Source: an optimization exercise on an open RTL-to-GDS flow (aim: small area, a short achievable clock period and few clock cycles per item). Production flows keep margins and buffers that such runs may drop. RTL that was checked went through simulation tests only; none was proved equivalent to the original.

==> v34: inputs <==
==> flow/design.v (excerpt) <==
module accelerator (
    input  logic clk, rst,
    input  logic signed [31:0] a0,
    input  logic signed [31:0] a1,
    input  logic signed [31:0] a2,
    input  logic signed [31:0] a3,
    input  logic signed [31:0] a4,
    input  logic signed [31:0] a5,
    input  logic signed [31:0] a6,
    input  logic signed [31:0] a7,
    input  logic signed [31:0] b0,
    input  logic signed [31:0] b1,
    input  logic signed [31:0] b2,
    input  logic signed [31:0] b3,
    input  logic signed [31:0] b4,
    input  logic signed [31:0] b5,
    input  logic signed [31:0] b6,
    input  logic signed [31:0] b7,
    input  logic start,
    output logic done,
    output logic signed [63:0] result
);
clock: 12.0 ns
lec_check: 0
cap_margin: 20
core_margin: 2
core_utilization: 40
slew_margin: 20
standard.sh (not shown) runs the stock make flow with config.mk's settings and CLKGATE_MAP_FILE= SYNTH_SCRIPT=/design/flow/synth_recipe.tcl, a recipe that flattens the netlist after the stock synthesis.
==> flow/flow/run.sh <==
#!/bin/bash
set -euo pipefail
MARGIN=7.5
bash standard.sh synth > synth.log 2>&1
bash standard.sh "BUFFER_PORTS_ARGS=-buffer_cell sky130_fd_sc_hd__buf_1" \
    SETUP_SLACK_MARGIN=$MARGIN finish > layout.log 2>&1
==> inputs of v3, as changes to v34 <==
--- a/flow/design.v
+++ b/flow/design.v
@@ -16,39 +16,35 @@
     input  logic signed [31:0] b5,
     input  logic signed [31:0] b6,
     input  logic signed [31:0] b7,
     input  logic start,
     output logic done,
     output logic signed [63:0] result
 );
     logic [3:0] c;
-    logic       run, first, done_reg, fin;
+    logic       run, first, done_reg;
     logic       ld;
-    assign ld = run ? ~c[3] : start & ~done_reg & ~fin;
+    assign ld = run ? ~c[3] : start & ~done_reg;
     always_ff @(posedge clk, posedge rst) begin
         if (rst) begin
             c        <= 4'd0;
             run      <= 1'b0;
             first    <= 1'b0;
             done_reg <= 1'b0;
-            fin      <= 1'b0;
         end else begin
-            first <= ~run & ~done_reg & ~fin & start;
-            fin   <= 1'b0;
+            first <= ~run & ~done_reg & start;
             if (run) begin
                 if (c[3]) begin
-                    run <= 1'b0;
-                    c   <= 4'd0;
-                    if (1'b1) fin <= 1'b1; else done_reg <= 1'b1;
+                    run      <= 1'b0;
+                    done_reg <= 1'b1;
+                    c        <= 4'd0;
                 end else begin
                     c <= c + 4'd1;
                 end
-            end else if (fin) begin
-                done_reg <= 1'b1;
             end else if (done_reg) begin
                 if (!start) done_reg <= 1'b0;
             end else if (start) begin
                 run <= 1'b1;
                 c   <= 4'd1;
             end
         end
     end
@@ -1329,12 +1325,10 @@
   assign t1134 = si[63] ^ t1133 ^ t1130;
     logic [63:0] s_n, c_n;
     assign s_n = {t1134, t1131, t1127, t1122, t1110, t1109, t1101, t1083, t1072, t1060, t1059, t1046, t1018, t1002, t985, t967, t948, t928, t927, t906, t862, t838, t813, t787, t760, t732, t703, t673, t642, t610, t577, t544, t512, t480, t450, t420, t392, t364, t338, t312, t288, t264, t242, t220, t200, t180, t162, t144, t128, t112, t98, t84, t72, t60, t50, t40, t32, t24, t18, t12, t8, t4, t2, t1};
     assign c_n = {t1132, t1128, t1123, t1117, t1116, t1102, t1093, t1092, t1082, t1071, t1047, t1033, t1032, t1017, t1001, t984, t966, t947, t907, t885, t884, t861, t837, t812, t786, t759, t731, t702, t672, t641, t609, t576, t543, t511, t479, t449, t419, t391, t363, t337, t311, t287, t263, t241, t219, t199, t179, t161, t143, t127, t111, t97, t83, t71, t59, t49, t39, t31, t23, t17, t11, t7, t3, 1'b0};
     always_ff @(posedge clk) begin
         S <= s_n;
         C <= c_n;
     end
-    logic [63:0] R;
-    always_ff @(posedge clk) R <= S + C;
-    assign result = R;
+    assign result = S + C;
 endmodule
==> flow/run.sh (new file) <==
#!/bin/bash
# synth_recipe.tcl (not shown) runs the flow's synth.tcl, then flattens the netlist and writes it again
# the make line also repeats each setting of config.mk as NAME=value (left out here)
make -C /OpenROAD-flow-scripts/flow DESIGN_CONFIG=/design/flow/config.mk WORK_HOME=/design/flow/orfs CLKGATE_MAP_FILE= SYNTH_SCRIPT=/design/flow/synth_recipe.tcl finish
removed: flow/flow/run.sh
removed: flow/standard.sh
==> comparison <==
v34 passed the timing, design-rule and antenna checks. v3 completed without violations. Against v34, the hold slack of v3 is better by 0.17 ns. Between v34 and v3, the lower sequential share of layout area is in v3 (gap 3.6 points). Setup slack: v34 is higher than v3 (2.6 ns). Utilization: v3 is higher than v34 (3.4 points). Register-to-register slack: v3 is lower than v34 (0.73 ns).
Testbench counts of v34, summed over its fixed seeds: cycles 10,552, items 960.
Testbench counts of v3, summed over its fixed seeds: cycles 9,592, items 960.

* * *

==> run K <==
accelerator, a different RTL version from the one above (not shown whole).
Settings: LEC_CHECK=0, CAP_MARGIN=20, CORE_MARGIN=2, CORE_UTILIZATION=40, SLEW_MARGIN=20; clock period 12.0 ns.
==> flow/flow/run.sh <==
#!/bin/bash
set -euo pipefail
MARGIN=${MARGIN:-7.7}
R=orfs/results/sky130hd/accelerator/base
bash standard.sh synth > synth.log 2>&1
cp $R/1_2_yosys.v polfix_in.v
python3 flow/polfix.py polfix_in.v $R/1_2_yosys.v > polfix.log 2>&1
bash standard.sh synth > synth2.log 2>&1
bash standard.sh "BUFFER_PORTS_ARGS=-buffer_cell sky130_fd_sc_hd__buf_1" \
    MATCH_CELL_FOOTPRINT=0 SETUP_SLACK_MARGIN=$MARGIN finish > layout.log 2>&1
Other scripts of this flow, unchanged in this note and not shown: flow/flow/polfix.py
==> inputs of run M, as changes to run K <==
==> flow/flow/run.sh (replaced) <==
#!/bin/bash
set -euo pipefail
MARGIN=${MARGIN:-7.7}
R=orfs/results/sky130hd/accelerator/base
bash standard.sh synth > synth.log 2>&1
cp $R/1_2_yosys.v polfix_in.v
python3 flow/polfix.py polfix_in.v $R/1_2_yosys.v > polfix.log 2>&1
bash standard.sh synth > synth2.log 2>&1
bash standard.sh "BUFFER_PORTS_ARGS=-buffer_cell sky130_fd_sc_hd__buf_1" \
    "CTS_BUF_LIST=sky130_fd_sc_hd__clkbuf_8" \
    SETUP_SLACK_MARGIN=$MARGIN finish > layout.log 2>&1
==> inputs of run D, as changes to run K <==
==> flow/flow/run.sh (replaced) <==
#!/bin/bash
set -euo pipefail
MARGIN=${MARGIN:-7.9}
R=orfs/results/sky130hd/accelerator/base
bash standard.sh synth > synth.log 2>&1
cp $R/1_2_yosys.v polfix_in.v
python3 flow/polfix.py polfix_in.v $R/1_2_yosys.v > polfix.log 2>&1
bash standard.sh synth > synth2.log 2>&1
bash standard.sh "BUFFER_PORTS_ARGS=-buffer_cell sky130_fd_sc_hd__buf_1" \
    SETUP_SLACK_MARGIN=$MARGIN finish > layout.log 2>&1
==> inputs of run E, as changes to run K <==
--- a/flow/design.v
+++ b/flow/design.v
@@ -16,53 +16,50 @@
     input  logic signed [31:0] b5,
     input  logic signed [31:0] b6,
     input  logic signed [31:0] b7,
     input  logic start,
     output logic done,
     output logic signed [63:0] result
 );
-    logic [3:0] c;
-    logic       run, first, done_reg, fin;
+    logic [7:0] sel, selb;
+    logic       run, first, done_reg, fin, last;
     logic       ld;
-    assign ld = run ? ~c[3] : start & ~done_reg & ~fin;
+    assign ld = run ? ~last : start & ~done_reg & ~fin;
     always_ff @(posedge clk, posedge rst) begin
         if (rst) begin
-            c        <= 4'd0;
+            sel      <= 8'd1;
             run      <= 1'b0;
             first    <= 1'b0;
             done_reg <= 1'b0;
             fin      <= 1'b0;
+            last     <= 1'b0;
         end else begin
             first <= ~run & ~done_reg & ~fin & start;
             fin   <= 1'b0;
             if (run) begin
-                if (c[3]) begin
-                    run <= 1'b0;
-                    c   <= 4'd0;
-                    if (1'b1) fin <= 1'b1; else done_reg <= 1'b1;
+                if (last) begin
+                    run  <= 1'b0;
+                    last <= 1'b0;
+                    fin  <= 1'b1;
+                    sel  <= 8'd1;
                 end else begin
-                    c <= c + 4'd1;
+                    sel  <= {sel[6:0], sel[7]};
+                    last <= sel[7];
                 end
             end else if (fin) begin
                 done_reg <= 1'b1;
             end else if (done_reg) begin
                 if (!start) done_reg <= 1'b0;
             end else if (start) begin
                 run <= 1'b1;
-                c   <= 4'd1;
+                sel <= 8'd2;
             end
         end
     end
     assign done = done_reg;
-    logic [7:0] sel, selb;
-    always_ff @(posedge clk, posedge rst) begin
-        if (rst) sel <= 8'd1;
-        else if (run) sel <= c[3] ? 8'd1 : {sel[6:0], sel[7]};
-        else if (!done_reg && !fin && start) sel <= 8'd2;
-    end
     assign selb = sel & {8{ld}};
     logic [31:0] amux, bmux;
     assign amux = ({32{sel[0]}} & a0) | ({32{sel[1]}} & a1) | ({32{sel[2]}} & a2) | ({32{sel[3]}} & a3)
                 | ({32{sel[4]}} & a4) | ({32{sel[5]}} & a5) | ({32{sel[6]}} & a6) | ({32{sel[7]}} & a7);
     assign bmux = ({32{selb[0]}} & b0) | ({32{selb[1]}} & b1) | ({32{selb[2]}} & b2) | ({32{selb[3]}} & b3)
                 | ({32{selb[4]}} & b4) | ({32{selb[5]}} & b5) | ({32{selb[6]}} & b6) | ({32{selb[7]}} & b7);
     logic [31:0] bg;
==> flow/flow/run.sh (replaced) <==
#!/bin/bash
set -euo pipefail
MARGIN=${MARGIN:-7.7}
R=orfs/results/sky130hd/accelerator/base
bash standard.sh synth > synth.log 2>&1
cp $R/1_2_yosys.v polfix_in.v
python3 flow/polfix.py polfix_in.v $R/1_2_yosys.v > polfix.log 2>&1
bash standard.sh synth > synth2.log 2>&1
bash standard.sh "BUFFER_PORTS_ARGS=-buffer_cell sky130_fd_sc_hd__buf_1" \
    SETUP_SLACK_MARGIN=$MARGIN finish > layout.log 2>&1
==> out/qor.json <==
{
  "clock-sinks": {"value": 287},
  "grt_first_pass_wirelength": {"value": 219000, "unit": "um"},
  "groute.layer.met3.usage": {"value": 9.48, "unit": "%"},
  "run_status": {"value": "finished clean"},
  "finalWeightedCongestion": {"value": 0.985},
  "timing.critical_path.slowest_cell_delay": {"value": 580, "unit": "ps"},
  "crit_start": {"value": "twon[12]"},
  "r2r_path_end": {"value": "C[27]"},
  "drtIter0Drc": {"value": 3878}
}
the above is filed under run M

==> out/qor.json <==
{
  "grt_first_pass_wirelength": {"value": 221000, "unit": "um"},
  "drtIter0Drc": {"value": 4067},
  "finalWeightedCongestion": {"value": 1.02},
  "run_status": {"value": "finished clean"},
  "r2r_path_end": {"value": "C[30]"},
  "clock-sinks": {"value": 287},
  "groute.layer.met3.usage": {"value": 13.5, "unit": "%"}
}
the above is filed under run K

==> out/qor.json <==
{
  "met1Wirelength": {"value": 54600, "unit": "um"},
  "clock-sinks": {"value": 284},
  "crit_start": {"value": "opAn[14]"},
  "groute.layer.met3.usage": {"value": 12.6, "unit": "%"},
  "r2r_path_end": {"value": "C[39]"},
  "run_status": {"value": "finished clean"},
  "synthesized_area_per_cell": {"value": 10.3, "unit": "um^2"}
}
the above is filed under run E

==> out/qor.json <==
{
  "run_status": {"value": "finished clean"},
  "fmax": {"value": 241, "unit": "MHz"},
  "grt_met1_usage": {"value": 45.7, "unit": "%"},
  "finalWeightedCongestion": {"value": 1.01},
  "r2r_path_end": {"value": "C[32]"},
  "timing.critical_path.slowest_cell_delay": {"value": 640, "unit": "ps"},
  "crit_start": {"value": "opAn[27]"},
  "groute.layer.met3.usage": {"value": 15.8, "unit": "%"},
  "clock-sinks": {"value": 287},
  "drtIter0Drc": {"value": 4386},
  "crit_chain": {"value": "buf_4 > o22ai_2 > xor2_4 > fa_2 > fa_2 > fa_1 > fa_2 > fa_1 > fa_1"}
}
the above is filed under run D

Testbench counts of run K, summed over its fixed seeds: cycles 10,552, items 960.
Testbench counts of run M, summed over its fixed seeds: cycles 10,552, items 960.
Testbench counts of run D, summed over its fixed seeds: cycles 10,552, items 960.
The RTL of run E was laid out without a check of its function.

what the ideal ports hide:
The results above use ideal ports. As a check the final layouts listed here were re-extracted and re-timed, cells and wires unchanged. Step 1, drivers: a clkbuf_16 drives clk and a buf_2 each remaining input, both assumed. Step 2 adds t to the input delays and takes it off the output delays; t is the mean of the earliest and latest rising clock arrival at the registers after step 1. Input paths then give back, and output paths get back, about the clock's delay inside the block. a / b / c = ideal ports / drivers / drivers and shift; a / b = the first two.
| run | t, ns | setup slack, ns | hold WS [ns] | worst slew at a driven data input, ns |
|---|---|---|---|---|
| v34 | 0.643 | 7.551 / 7.551 / 7.427 | 0.385 / 0.385 / 0.385 | 0.27 |
| v3 | 0.643 | 4.937 / 4.884 / 5.528 | 0.551 / 0.551 / 0.551 | 0.24 |
| run K | 0.652 | 7.698 / 7.698 / 7.167 | 0.398 / 0.398 / 0.398 | 0.22 |
| run M | 0.727 | 7.764 / 7.764 / 7.105 | 0.413 / 0.413 / 0.413 | 0.15 |
| run D | 0.661 | 7.851 / 7.851 / 7.324 | 0.398 / 0.398 / 0.398 | 0.17 |
| run E | 0.664 | 7.726 / 7.726 / 7.149 | 0.411 / 0.411 / 0.411 | 0.24 |
After both steps setup and hold are still met in every run listed. The setup slack of run M, which loses most, moves by 0.000 ns with the drivers and by -0.659 ns with both steps.
